What follows belongs to an exercise in optimizing a design on an open flow for small area; a production flow would make more cautious choices.
In this exercise RTL edits were held to simulation tests only and were not proved equivalent to the original.

==> inputs of trial 45 <==
==> flow/design.v <==
module ftadder(
	clk,
	ena,
	a,
	b,
	add,
	bsel,
	r,
	q,
	added
);
input clk;
input ena;
input [31:0] a, b;
input add;
input bsel;
output [31:0] r;
output [31:0] q;
output added;
genvar i;
wire [31:0] ge;
assign ge[0] = 1'b1;
generate for (i = 0; i < 31; i = i + 1) begin: gcmp
	assign ge[i + 1] = (a[i] ^ b[i]) ? a[i] : ge[i];
end endgenerate
wire a_big = add ? ge[31] : ~bsel;
wire [30:0] big = a_big ? a[30:0] : b[30:0];
wire [30:0] sml = a_big ? b[30:0] : a[30:0];
wire        sb  = a_big ? a[31] : b[31];
wire        ss  = a_big ? b[31] : a[31];
wire        hs = |sml[30:23];
wire [7:0]  eb = {big[30:24], big[23] | ~(|big[30:23])};
wire [7:0]  es = {sml[30:24], sml[23] | ~hs};
wire [8:0] dc;
wire [7:0] d;
assign dc[0] = 1'b1;
generate for (i = 0; i < 8; i = i + 1) begin: gd
	assign d[i] = eb[i] ^ ~es[i] ^ dc[i];
	assign dc[i + 1] = (eb[i] & ~es[i]) | (dc[i] & (eb[i] ^ ~es[i]));
end endgenerate
wire [4:0] dd = ~add ? 5'd0 : (d[7:5] != 3'd0) ? 5'd31 : d[4:0];
reg [25:0] x;
reg        st;
always @(*) begin
	x = {hs, sml[22:0], 2'b00};
	st = 1'b0;
	if (dd[0]) begin st = st | x[0];       x = {1'd0,  x[25:1]};  end
	if (dd[1]) begin st = st | (|x[1:0]);  x = {2'd0,  x[25:2]};  end
	if (dd[2]) begin st = st | (|x[3:0]);  x = {4'd0,  x[25:4]};  end
	if (dd[3]) begin st = st | (|x[7:0]);  x = {8'd0,  x[25:8]};  end
	if (dd[4]) begin st = st | (|x[15:0]); x = {16'd0, x[25:16]}; end
end
wire qnan1 = add & (&big[30:23]) & ((|big[22:0]) | ((&sml[30:23]) & (sb ^ ss)));
reg [30:0] r1_big;
reg        r1_sb, r1_ss, r1_add, r1_qnan;
reg [25:0] r1_x;
reg        r1_st;
reg [7:0]  r1_qexp;
always @(posedge clk) begin
	if (ena) begin
		r1_big  <= big;
		r1_sb   <= sb;
		r1_ss   <= ss;
		r1_add  <= add;
		r1_qnan <= qnan1;
		r1_x    <= x;
		r1_st   <= st;
		r1_qexp <= sml[30:23];
	end
end
wire        hb2  = |r1_big[30:23];
wire        kill = ~r1_add | (&r1_big[30:23]);
wire        sub  = r1_add & (r1_sb ^ r1_ss);
wire [27:0] mb   = {1'b0, hb2, r1_big[22:0], 3'b000};
wire [27:0] ms   = kill ? 28'd0 : {1'b0, r1_x, r1_st};
wire [27:0] mo   = ms ^ {28{sub}};
wire [27:0] ap = mb ^ mo, ag = mb & mo;
wire [14:0] sc;
wire [27:0] sum;
wire [8:0] lc;
assign lc[0] = sub;
generate for (i = 0; i < 8; i = i + 1) begin: gs
	assign sum[i] = ap[i] ^ lc[i];
	assign lc[i + 1] = (mb[i] & mo[i]) | (lc[i] & ap[i]);
end endgenerate
assign sc[4] = lc[8];
generate for (i = 4; i < 14; i = i + 1) begin: gs2
	wire c1 = ag[2 * i] | (ap[2 * i] & sc[i]);
	assign sum[2 * i] = ap[2 * i] ^ sc[i];
	assign sum[2 * i + 1] = ap[2 * i + 1] ^ c1;
	assign sc[i + 1] = ag[2 * i + 1] | (ap[2 * i + 1] & ag[2 * i]) | (ap[2 * i + 1] & ap[2 * i] & sc[i]);
end endgenerate
reg [27:0] r2_sum;
reg [7:0]  r2_eb;
reg        r2_sb, r2_sub, r2_add, r2_qnan;
reg [31:0] r2_q;
always @(posedge clk) begin
	if (ena) begin
		r2_sum  <= sum;
		r2_eb   <= {r1_big[30:24], r1_big[23] | ~hb2};
		r2_sb   <= r1_sb;
		r2_sub  <= sub;
		r2_add  <= r1_add;
		r2_qnan <= r1_qnan;
		r2_q    <= {r1_ss, r1_qexp, r1_x[24:2]};
	end
end
reg [27:0] stop;
integer j;
always @(*) begin
	stop = 28'd0;
	for (j = 0; j < 28; j = j + 1)
		if (r2_eb == 27 - j)
			stop[j] = 1'b1;
end
wire [27:0] lzin = r2_sum | stop;
reg [4:0] lz;
always @(*) begin
	lz = 5'd0;
	for (j = 0; j < 28; j = j + 1)
		if (lzin[j])
			lz = 27 - j;
end
wire [27:0] norm = r2_sum << lz;
wire [7:0] en;
wire [8:0] ec;
wire [7:0] nlz = ~{3'b000, lz};
assign ec[0] = 1'b1;
generate for (i = 0; i < 8; i = i + 1) begin: ge3
	assign en[i] = r2_eb[i] ^ nlz[i] ^ ec[i];
	assign ec[i + 1] = (r2_eb[i] & nlz[i]) | (ec[i] & (r2_eb[i] ^ nlz[i]));
end endgenerate
wire [30:0] inc = {7'd0, norm[27], 22'd0, norm[3] & (norm[4] | norm[2] | norm[1] | norm[0])};
wire [30:0] base = {en, norm[26:4]};
wire rnd = inc[0];
wire [6:0] blk;
wire [23:0] pc;
assign blk[0] = rnd;
generate for (i = 0; i < 6; i = i + 1) begin: gb
	assign blk[i + 1] = blk[i] & (&base[4 * i + 3 : 4 * i]);
end endgenerate
generate for (i = 0; i < 24; i = i + 1) begin: gp
	if (i % 4 == 0)
		assign pc[i] = blk[i / 4];
	else
		assign pc[i] = blk[i / 4] & (&base[i - 1 : (i / 4) * 4]);
end endgenerate
wire [30:0] pk;
assign pk[22:0] = base[22:0] ^ pc[22:0];
assign pk[30:23] = base[30:23] + {7'd0, norm[27]} + {7'd0, pc[23]};
wire ovf  = r2_add & norm[27] & (en == 8'hFE);
wire zero = (r2_sum == 28'd0);
assign r = r2_qnan ? 32'h7FC00000 :
           zero    ? {r2_sb & ~r2_sub, 31'd0} :
           ovf     ? {r2_sb, 8'hFF, 23'd0} :
                     {r2_sb, pk};
assign q = r2_q;
assign added = r2_add;
endmodule
module CAS(
	valid1,
	valid2,
	index1,
	index2,
	outvalid1,
	outvalid2,
	outindex1,
	outindex2,
	swap,
	merge
);
parameter ADDRW = 16;
input valid1, valid2;
input [ADDRW - 1 : 0] index1, index2;
output outvalid1, outvalid2;
output [ADDRW - 1 : 0] outindex1, outindex2;
output swap, merge;
wire eq = (index1 == index2);
assign swap = valid2 & (~valid1 | (index2 < index1));
assign merge = valid1 & valid2 & eq;
assign outvalid1 = valid1 | valid2;
assign outvalid2 = valid1 & valid2 & ~eq;
assign outindex1 = swap ? index2 : index1;
assign outindex2 = swap ? index1 : index2;
endmodule
module sortAndMerge(
	clk,
	ena,
	valid1,
	valid2,
	valid3,
	valid4,
	index1,
	index2,
	index3,
	index4,
	value1,
	value2,
	value3,
	value4,
	outindex1,
	outindex2,
	outindex3,
	outindex4,
	outvalue1,
	outvalue2,
	outvalue3,
	outvalue4,
	outvalid1,
	outvalid2,
	outvalid3,
	outvalid4
);
parameter ADDRW = 16;
parameter WL = 32;
input clk;
input ena;
input valid1, valid2, valid3, valid4;
input [ADDRW - 1 : 0] index1, index2, index3, index4;
input [WL - 1 : 0] value1, value2, value3, value4;
output wire outvalid1, outvalid2, outvalid3, outvalid4;
output wire [ADDRW - 1 : 0] outindex1, outindex2, outindex3, outindex4;
output wire [WL - 1 : 0] outvalue1, outvalue2, outvalue3, outvalue4;
wire fv1, fv2, fv3, fv4;
wire [ADDRW - 1 : 0] fi1, fi2, fi3, fi4;
wire s12, m12, s34, m34;
CAS c12(.valid1(valid1), .valid2(valid2), .index1(index1), .index2(index2),
	.outvalid1(fv1), .outvalid2(fv2), .outindex1(fi1), .outindex2(fi2), .swap(s12), .merge(m12));
CAS c34(.valid1(valid3), .valid2(valid4), .index1(index3), .index2(index4),
	.outvalid1(fv3), .outvalid2(fv4), .outindex1(fi3), .outindex2(fi4), .swap(s34), .merge(m34));
wire sv1, sv2, sv3, sv4;
wire [ADDRW - 1 : 0] si1, si2, si3, si4;
wire s13, m13, s24, m24;
CAS c13(.valid1(fv1), .valid2(fv3), .index1(fi1), .index2(fi3),
	.outvalid1(sv1), .outvalid2(sv3), .outindex1(si1), .outindex2(si3), .swap(s13), .merge(m13));
CAS c24(.valid1(fv2), .valid2(fv4), .index1(fi2), .index2(fi4),
	.outvalid1(sv2), .outvalid2(sv4), .outindex1(si2), .outindex2(si4), .swap(s24), .merge(m24));
reg [WL - 1 : 0] r1v1, r1v2, r1v3, r1v4;
reg [4 * ADDRW + 3 : 0] r1ix;
reg r1s12, r1m12, r1s34, r1m34, r1dm, r1s13, r1m13, r1s24;
always @(posedge clk) begin
	if (ena) begin
		r1v1 <= value1;
		r1v2 <= value2;
		r1v3 <= value3;
		r1v4 <= value4;
		r1ix <= {sv3 & sv4, sv3 | sv4, sv2, sv1, si4, (sv3 ? si3 : si4), si2, si1};
		r1s12 <= s12;
		r1m12 <= m12;
		r1s34 <= s34;
		r1m34 <= m34;
		r1dm <= m24;
		r1s13 <= s13;
		r1m13 <= m13;
		r1s24 <= s24;
	end
end
wire [WL - 1 : 0] xa = (r1dm & r1s12) ? r1v2 : r1v1;
wire [WL - 1 : 0] xb = r1dm ? (r1s34 ? r1v4 : r1v3) : r1v2;
wire [WL - 1 : 0] ya = r1dm ? (r1s12 ? r1v1 : r1v2) : r1v3;
wire [WL - 1 : 0] yb = (r1dm & r1s34) ? r1v3 : r1v4;
wire [WL - 1 : 0] xp, xq, yp, yq, zp, zq;
wire xadd, yadd, zadd;
ftadder ux(.clk(clk), .ena(ena), .a(xa), .b(xb),
	.add(r1dm ? r1m13 : r1m12), .bsel(r1dm ? r1s13 : r1s12), .r(xp), .q(xq), .added(xadd));
ftadder uy(.clk(clk), .ena(ena), .a(ya), .b(yb),
	.add(r1dm | r1m34), .bsel(r1s34), .r(yp), .q(yq), .added(yadd));
reg [4 * ADDRW + 3 : 0] r2ix, r3ix, r4ix;
reg r2dm, r2s13, r2m13, r2s24;
reg r3dm, r3s13, r3m13, r3s24;
reg r4dm, r4s13, r4m13, r4s24;
reg [WL - 1 : 0] r4xp, r4xq, r4yp, r4yq;
always @(posedge clk) begin
	if (ena) begin
		r2ix <= r1ix;
		r2dm <= r1dm;
		r2s13 <= r1s13;
		r2m13 <= r1m13;
		r2s24 <= r1s24;
		r3ix <= r2ix;
		r3dm <= r2dm;
		r3s13 <= r2s13;
		r3m13 <= r2m13;
		r3s24 <= r2s24;
		r4ix <= r3ix;
		r4dm <= r3dm;
		r4s13 <= r3s13;
		r4m13 <= r3m13;
		r4s24 <= r3s24;
		r4xp <= xp;	 
		r4xq <= xq;	 
		r4yp <= yp;	 
		r4yq <= yq;	 
	end
end
ftadder uz(.clk(clk), .ena(ena), .a(r4xp), .b(r4dm ? r4xq : r4yp),
	.add(~r4dm & r4m13), .bsel(~r4dm & r4s13), .r(zp), .q(zq), .added(zadd));
reg [4 * ADDRW + 3 : 0] r5ix, r6ix;
reg [WL - 1 : 0] r5s2, r5s4, r6s2, r6s4;
always @(posedge clk) begin
	if (ena) begin
		r5ix <= r4ix;
		r5s2 <= r4dm ? r4yp : (r4s24 ? r4yq : r4xq);
		r5s4 <= r4s24 ? r4xq : r4yq;
		r6ix <= r5ix;
		r6s2 <= r5s2;
		r6s4 <= r5s4;
	end
end
localparam W = 4 * (WL + ADDRW) + 4;
localparam DELAY = 8;
wire [W - 1 : 0] pin = {r6ix, r6s4, (zadd ? r6s4 : zq), r6s2, zp};
reg [W * (DELAY + 1) - 1 : 0] pipe;
always @(posedge clk)
	if (ena)
		pipe <= {pipe[W * DELAY - 1 : 0], pin};
assign {outvalid4, outvalid3, outvalid2, outvalid1,
	outindex4, outindex3, outindex2, outindex1,
	outvalue4, outvalue3, outvalue2, outvalue1} = pipe[W * (DELAY + 1) - 1 : W * DELAY];
endmodule
==> flow/run.sh <==
#!/bin/bash
# synth_recipe.tcl (not shown) runs the flow's synth.tcl, then flattens the netlist and writes it again
# the make line also repeats each setting of config.mk as NAME=value (left out here)
make -C /OpenROAD-flow-scripts/flow DESIGN_CONFIG=/design/flow/config.mk WORK_HOME=/design/flow/orfs CLKGATE_MAP_FILE= SYNTH_SCRIPT=/design/flow/synth_recipe.tcl finish
==> flow/config.mk <==
export PLATFORM = sky130hd
export DESIGN_NAME = sortAndMerge
export DESIGN_NICKNAME = sortAndMerge
export VERILOG_FILES = /design/flow/design.v
export SDC_FILE = /design/flow/constraint.sdc
export NUM_CORES = 4
export LEC_CHECK = 0
export ABC_AREA = 1
export CAP_MARGIN = 20
export CORE_MARGIN = 2
export CORE_UTILIZATION = 45
export CTS_BUF_LIST = sky130_fd_sc_hd__clkbuf_16
export CTS_CLUSTER_DIAMETER = 80
export CTS_CLUSTER_SIZE = 24
export PLACE_DENSITY = 0.6
export SLEW_MARGIN = 20
==> flow/constraint.sdc <==
create_clock -name core_clock -period 10.0 [get_ports {clk}]
set_input_delay 2.0000 -clock core_clock [delete_from_list [all_inputs] [get_ports {clk}]]
set_output_delay 2.0000 -clock core_clock [all_outputs]
set_load 0.01 [all_outputs]
==> build 79: changes against trial 45 <==
==> flow/design.v, changed modules only <==
module ftadder(
	clk,
	ena,
	a,
	b,
	add,
	bsel,
	r,
	q,
	added
);
input clk;
input ena;
input [31:0] a, b;
input add;
input bsel;
output [31:0] r;
output [31:0] q;
output added;
genvar i;
wire [31:0] ge;
assign ge[0] = 1'b1;
generate for (i = 0; i < 31; i = i + 1) begin: gcmp
	assign ge[i + 1] = (a[i] ^ b[i]) ? a[i] : ge[i];
end endgenerate
wire a_big = add ? ge[31] : ~bsel;
wire [30:0] big = a_big ? a[30:0] : b[30:0];
wire [30:0] sml = a_big ? b[30:0] : a[30:0];
wire        sb  = a_big ? a[31] : b[31];
wire        ss  = a_big ? b[31] : a[31];
wire        hs = |sml[30:23];
wire [7:0] ea = {a[30:24], a[23] | ~(|a[30:23])};
wire [7:0] eb0 = {b[30:24], b[23] | ~(|b[30:23])};
wire [8:0] c1, c2;
wire [7:0] dab, dba;
assign c1[0] = 1'b1;
assign c2[0] = 1'b1;
generate for (i = 0; i < 8; i = i + 1) begin: gd
	assign dab[i] = ea[i] ^ ~eb0[i] ^ c1[i];
	assign c1[i + 1] = (ea[i] & ~eb0[i]) | (c1[i] & (ea[i] ^ ~eb0[i]));
	assign dba[i] = eb0[i] ^ ~ea[i] ^ c2[i];
	assign c2[i + 1] = (eb0[i] & ~ea[i]) | (c2[i] & (eb0[i] ^ ~ea[i]));
end endgenerate
wire [7:0] d = a_big ? dab : dba;
wire [4:0] dd = ~add ? 5'd0 : (d[7:5] != 3'd0) ? 5'd31 : d[4:0];
reg [25:0] x;
reg        st;
always @(*) begin
	x = {hs, sml[22:0], 2'b00};
	st = 1'b0;
	if (dd[0]) begin st = st | x[0];       x = {1'd0,  x[25:1]};  end
	if (dd[1]) begin st = st | (|x[1:0]);  x = {2'd0,  x[25:2]};  end
	if (dd[2]) begin st = st | (|x[3:0]);  x = {4'd0,  x[25:4]};  end
	if (dd[3]) begin st = st | (|x[7:0]);  x = {8'd0,  x[25:8]};  end
	if (dd[4]) begin st = st | (|x[15:0]); x = {16'd0, x[25:16]}; end
end
wire qnan1 = add & (&big[30:23]) & ((|big[22:0]) | ((&sml[30:23]) & (sb ^ ss)));
reg [30:0] r1_big;
reg        r1_sb, r1_ss, r1_add, r1_qnan;
reg [25:0] r1_x;
reg        r1_st;
reg [2:0]  r1_qe;
always @(posedge clk) begin
	if (ena) begin
		r1_big  <= big;
		r1_sb   <= sb;
		r1_ss   <= ss;
		r1_add  <= add;
		r1_qnan <= add ? qnan1 : sml[23];
		r1_x    <= {add ? x[25] : sml[24], x[24:2], add ? x[1:0] : sml[26:25]};
		r1_st   <= add ? st : sml[27];
		r1_qe   <= sml[30:28];
	end
end
wire [7:0] qexp1 = {r1_qe, r1_st, r1_x[1:0], r1_x[25], r1_qnan};
wire        hb2  = |r1_big[30:23];
wire        kill = ~r1_add | (&r1_big[30:23]);
wire        qnan2 = r1_add & r1_qnan;
wire        sub  = r1_add & (r1_sb ^ r1_ss);
wire [27:0] mb   = {1'b0, hb2, r1_big[22:0], 3'b000};
wire [27:0] ms   = kill ? 28'd0 : {1'b0, r1_x, r1_st};
wire [27:0] mo   = ms ^ {28{sub}};
wire [27:0] ap = mb ^ mo, ag = mb & mo;
wire [14:0] sc;
wire [27:0] sum;
wire [8:0] lc;
assign lc[0] = sub;
generate for (i = 0; i < 8; i = i + 1) begin: gs
	assign sum[i] = ap[i] ^ lc[i];
	assign lc[i + 1] = (mb[i] & mo[i]) | (lc[i] & ap[i]);
end endgenerate
assign sc[4] = lc[8];
generate for (i = 4; i < 14; i = i + 1) begin: gs2
	wire c1 = ag[2 * i] | (ap[2 * i] & sc[i]);
	assign sum[2 * i] = ap[2 * i] ^ sc[i];
	assign sum[2 * i + 1] = ap[2 * i + 1] ^ c1;
	assign sc[i + 1] = ag[2 * i + 1] | (ap[2 * i + 1] & ag[2 * i]) | (ap[2 * i + 1] & ap[2 * i] & sc[i]);
end endgenerate
reg [27:0] r2_sum;
reg [7:0]  r2_eb;
reg        r2_sb, r2_sub, r2_add, r2_qnan;
reg [25:0] r2_q;
always @(posedge clk) begin
	if (ena) begin
		r2_sum  <= r1_add ? sum : {r1_ss, sum[26:3], qexp1[7:5]};
		r2_eb   <= {r1_big[30:24], r1_big[23] | ~hb2};
		r2_sb   <= r1_sb;
		r2_sub  <= r1_add ? sub : qexp1[4];
		r2_add  <= r1_add;
		r2_qnan <= r1_add ? qnan2 : qexp1[3];
		r2_q    <= {qexp1[2:0], r1_x[24:2]};
	end
end
wire [27:0] sum3 = {r2_add & r2_sum[27], r2_sum[26:3], r2_add ? r2_sum[2:0] : 3'b000};
wire        sub3 = r2_add & r2_sub;
wire        qnan3 = r2_add & r2_qnan;
reg [27:0] stop;
integer j;
always @(*) begin
	stop = 28'd0;
	for (j = 0; j < 28; j = j + 1)
		if (r2_eb == 27 - j)
			stop[j] = 1'b1;
end
wire [27:0] lzin = sum3 | stop;
reg [4:0] lz;
always @(*) begin
	lz = 5'd0;
	for (j = 0; j < 28; j = j + 1)
		if (lzin[j])
			lz = 27 - j;
end
wire [27:0] norm = sum3 << lz;
wire [7:0] en;
wire [8:0] ec;
wire [7:0] nlz = ~{3'b000, lz};
assign ec[0] = 1'b1;
generate for (i = 0; i < 8; i = i + 1) begin: ge3
	assign en[i] = r2_eb[i] ^ nlz[i] ^ ec[i];
	assign ec[i + 1] = (r2_eb[i] & nlz[i]) | (ec[i] & (r2_eb[i] ^ nlz[i]));
end endgenerate
wire [30:0] inc = {7'd0, norm[27], 22'd0, norm[3] & (norm[4] | norm[2] | norm[1] | norm[0])};
wire [30:0] base = {en, norm[26:4]};
wire rnd = inc[0];
wire [6:0] blk;
wire [23:0] pc;
assign blk[0] = rnd;
generate for (i = 0; i < 6; i = i + 1) begin: gb
	assign blk[i + 1] = blk[i] & (&base[4 * i + 3 : 4 * i]);
end endgenerate
generate for (i = 0; i < 24; i = i + 1) begin: gp
	if (i % 4 == 0)
		assign pc[i] = blk[i / 4];
	else
		assign pc[i] = blk[i / 4] & (&base[i - 1 : (i / 4) * 4]);
end endgenerate
wire [30:0] pk;
assign pk[22:0] = base[22:0] ^ pc[22:0];
assign pk[30:23] = base[30:23] + {7'd0, norm[27]} + {7'd0, pc[23]};
wire ovf  = r2_add & norm[27] & (en == 8'hFE);
wire zero = (sum3 == 28'd0);
assign r = qnan3 ? 32'h7FC00000 :
           zero    ? {r2_sb & ~sub3, 31'd0} :
           ovf     ? {r2_sb, 8'hFF, 23'd0} :
                     {r2_sb, pk};
assign q = {r2_sum[27], r2_sum[2:0], r2_sub, r2_qnan, r2_q};
assign added = r2_add;
endmodule
module sortAndMerge(
	clk,
	ena,
	valid1,
	valid2,
	valid3,
	valid4,
	index1,
	index2,
	index3,
	index4,
	value1,
	value2,
	value3,
	value4,
	outindex1,
	outindex2,
	outindex3,
	outindex4,
	outvalue1,
	outvalue2,
	outvalue3,
	outvalue4,
	outvalid1,
	outvalid2,
	outvalid3,
	outvalid4
);
parameter ADDRW = 16;
parameter WL = 32;
input clk;
input ena;
input valid1, valid2, valid3, valid4;
input [ADDRW - 1 : 0] index1, index2, index3, index4;
input [WL - 1 : 0] value1, value2, value3, value4;
output wire outvalid1, outvalid2, outvalid3, outvalid4;
output wire [ADDRW - 1 : 0] outindex1, outindex2, outindex3, outindex4;
output wire [WL - 1 : 0] outvalue1, outvalue2, outvalue3, outvalue4;
wire fv1, fv2, fv3, fv4;
wire [ADDRW - 1 : 0] fi1, fi2, fi3, fi4;
wire s12, m12, s34, m34;
CAS c12(.valid1(valid1), .valid2(valid2), .index1(index1), .index2(index2),
	.outvalid1(fv1), .outvalid2(fv2), .outindex1(fi1), .outindex2(fi2), .swap(s12), .merge(m12));
CAS c34(.valid1(valid3), .valid2(valid4), .index1(index3), .index2(index4),
	.outvalid1(fv3), .outvalid2(fv4), .outindex1(fi3), .outindex2(fi4), .swap(s34), .merge(m34));
wire sv1, sv2, sv3, sv4;
wire [ADDRW - 1 : 0] si1, si2, si3, si4;
wire s13, m13, s24, m24;
CAS c13(.valid1(fv1), .valid2(fv3), .index1(fi1), .index2(fi3),
	.outvalid1(sv1), .outvalid2(sv3), .outindex1(si1), .outindex2(si3), .swap(s13), .merge(m13));
CAS c24(.valid1(fv2), .valid2(fv4), .index1(fi2), .index2(fi4),
	.outvalid1(sv2), .outvalid2(sv4), .outindex1(si2), .outindex2(si4), .swap(s24), .merge(m24));
wire [1:0] vcode = {sv3 | sv4, sv2};
wire [ADDRW - 1 : 0] oi2 = {si2[ADDRW - 1 : 1], sv2 ? si2[0] : sv1};
wire [ADDRW - 1 : 0] oi4 = sv4 ? si4 : {ADDRW{1'b0}};
reg [WL - 1 : 0] r1v1, r1v2, r1v3, r1v4;
reg [4 * ADDRW + 1 : 0] r1ix;
reg r1s12, r1m12, r1s34, r1m34, r1dm, r1s13, r1m13, r1s24;
always @(posedge clk) begin
	if (ena) begin
		r1v1 <= value1;
		r1v2 <= value2;
		r1v3 <= value3;
		r1v4 <= value4;
		r1ix <= {vcode, oi4, (sv3 ? si3 : si4), oi2, si1};
		r1s12 <= s12;
		r1m12 <= m12;
		r1s34 <= s34;
		r1m34 <= m34;
		r1dm <= m24;
		r1s13 <= s13;
		r1m13 <= m13;
		r1s24 <= s24;
	end
end
wire [WL - 1 : 0] xa = (r1dm & r1s12) ? r1v2 : r1v1;
wire [WL - 1 : 0] xb = r1dm ? (r1s34 ? r1v4 : r1v3) : r1v2;
wire [WL - 1 : 0] ya = r1dm ? (r1s12 ? r1v1 : r1v2) : r1v3;
wire [WL - 1 : 0] yb = (r1dm & r1s34) ? r1v3 : r1v4;
wire [WL - 1 : 0] xp, xq, yp, yq, zp, zq;
wire xadd, yadd, zadd;
ftadder ux(.clk(clk), .ena(ena), .a(xa), .b(xb),
	.add(r1dm ? r1m13 : r1m12), .bsel(r1dm ? r1s13 : r1s12), .r(xp), .q(xq), .added(xadd));
ftadder uy(.clk(clk), .ena(ena), .a(ya), .b(yb),
	.add(r1dm | r1m34), .bsel(r1s34), .r(yp), .q(yq), .added(yadd));
reg [4 * ADDRW + 1 : 0] r2ix, r3ix, r4ix;
reg r2dm, r2s13, r2m13, r2s24;
reg r3dm, r3s13, r3m13, r3s24;
reg r4dm, r4s13, r4m13, r4s24;
reg [WL - 1 : 0] r4xp, r4xq, r4yp, r4yq;
always @(posedge clk) begin
	if (ena) begin
		r2ix <= r1ix;
		r2dm <= r1dm;
		r2s13 <= r1s13;
		r2m13 <= r1m13;
		r2s24 <= r1s24;
		r3ix <= r2ix;
		r3dm <= r2dm;
		r3s13 <= r2s13;
		r3m13 <= r2m13;
		r3s24 <= r2s24;
		r4ix <= r3ix;
		r4dm <= r3dm;
		r4s13 <= r3s13;
		r4m13 <= r3m13;
		r4s24 <= r3s24;
		r4xp <= xp;	 
		r4xq <= xq;	 
		r4yp <= yp;	 
		r4yq <= yq;	 
	end
end
ftadder uz(.clk(clk), .ena(ena), .a(r4xp), .b(r4dm ? r4xq : r4yp),
	.add(~r4dm & r4m13), .bsel(~r4dm & r4s13), .r(zp), .q(zq), .added(zadd));
reg [4 * ADDRW + 1 : 0] r5ix, r6ix;
reg [WL - 1 : 0] r5s2, r5s4, r6s2, r6s4;
always @(posedge clk) begin
	if (ena) begin
		r5ix <= r4ix;
		r5s2 <= r4dm ? r4yp : (r4s24 ? r4yq : r4xq);
		r5s4 <= r4s24 ? r4xq : r4yq;
		r6ix <= r5ix;
		r6s2 <= r5s2;
		r6s4 <= r5s4;
	end
end
localparam W = 4 * (WL + ADDRW) + 2;
localparam DELAY = 8;
wire [W - 1 : 0] pin = {r6ix, r6s4, (zadd ? r6s4 : zq), r6s2, zp};
reg [W * (DELAY + 1) - 1 : 0] pipe;
always @(posedge clk)
	if (ena)
		pipe <= {pipe[W * DELAY - 1 : 0], pin};
wire [1:0] ovc;
assign {ovc,
	outindex4, outindex3, outindex2, outindex1,
	outvalue4, outvalue3, outvalue2, outvalue1} = pipe[W * (DELAY + 1) - 1 : W * DELAY];
assign outvalid1 = ovc[0] | ovc[1] | outindex2[0];
assign outvalid2 = ovc[0];
assign outvalid3 = ovc[1];
assign outvalid4 = ovc[0] & ovc[1] & (outindex4 > outindex3);
endmodule
==> flow/flow/run.sh (new file) <==
#!/bin/bash
# Layout: the standard ORFS flow (standard.sh), with
#  - synthesis mapped by ABC with an area-recovery script (flow/synth.tcl, flow/area.abc);
#  - every port buffered with buf_1 instead of the flow's default buffer;
#  - clock tree from clkbuf_16 in clusters of up to 30 sinks, without dummy loads.
# The make output goes to flow_make.log; ORFS keeps each step's log under orfs/logs.
set -euo pipefail
export FLOW_WORK="$PWD"
export FLOW_ABC_SCRIPT="$PWD/flow/area.abc"
bash standard.sh \
  "SYNTH_SCRIPT=$PWD/flow/synth.tcl" \
  "BUFFER_PORTS_ARGS=-buffer_cell sky130_fd_sc_hd__buf_1" \
  "CTS_ARGS=-sink_clustering_enable -repair_clock_nets -dont_use_dummy_load -buf_list sky130_fd_sc_hd__clkbuf_16 -sink_clustering_size 30 -sink_clustering_max_diameter 100" \
  finish > flow_make.log 2>&1
==> flow/flow/area.abc (new file) <==
strash
dch
map -a
mfs2
strash
dch -f
map -a
topo
stime -c
buffer -c
upsize -c
dnsize -c
==> flow/flow/synth.tcl (new file) <==
# The standard flow's synthesis script (synth_recipe.tcl in the work folder), with ABC's
# technology mapping run on an area-recovery script (area.abc) in place of
# ORFS's abc_area.script. Registers are untouched: abc maps only the logic
# between them.
proc abc {args} {
  set i [lsearch -exact $args -script]
  if { $i >= 0 } { lset args [expr {$i + 1}] $::env(FLOW_ABC_SCRIPT) }
  yosys abc {*}$args
}
source $::env(FLOW_WORK)/synth_recipe.tcl
==> flow/standard.sh (new file) <==
#!/bin/bash
# synth_recipe.tcl (not shown) runs the flow's synth.tcl, then flattens the netlist and writes it again
# the make line also repeats each setting of config.mk as NAME=value (left out here)
make -C /OpenROAD-flow-scripts/flow DESIGN_CONFIG=/design/flow/config.mk WORK_HOME=/design/flow/orfs CLKGATE_MAP_FILE= SYNTH_SCRIPT=/design/flow/synth_recipe.tcl "${@:-finish}"
- CORE_UTILIZATION: 45 -> 50
- CTS_BUF_LIST: sky130_fd_sc_hd__clkbuf_16 -> default
- CTS_CLUSTER_DIAMETER: 80 -> default
- CTS_CLUSTER_SIZE: 24 -> default
- PLACE_DENSITY: 0.6 -> 0.62
removed: flow/run.sh
==> results.txt <==
Against build 79, the synthesized area of trial 45 is larger by 2.5%.
Against build 79, the die area of trial 45 is larger by about 14%.
Of trial 45 and build 79, trial 45 has the higher critical path depth (gap 26).
Of trial 45 and build 79, trial 45 has the higher synthesized cell count (gap 4.3%, measured against build 79).
In build 79 the non-clock buffer count is higher than in trial 45, by 27.

-- separate check: timing with driven ports --
How much do the figures lean on ideal ports? The routed layouts below were timed once more, with nothing changed but the port constraints. Step 1 assumes that a clkbuf_16 drives the clock port and a buf_2 every other input. Step 2, shift: input delay + t, output delay - t, t = (earliest + latest rising clock arrival at the registers) / 2. This alone moves slack from input paths to output paths. Three values: ideal ports, drivers, drivers and shift; two values: the first two.
run | shift t [ns] | setup WS [ns] | worst setup path after step 2
trial 45 | 0.943 | 0.942 / 0.942 / 0.942 | register to register
build 79 | 0.861 | 0.911 / 0.911 / 0.911 | register to register
After both steps setup and hold are still met in every run listed.
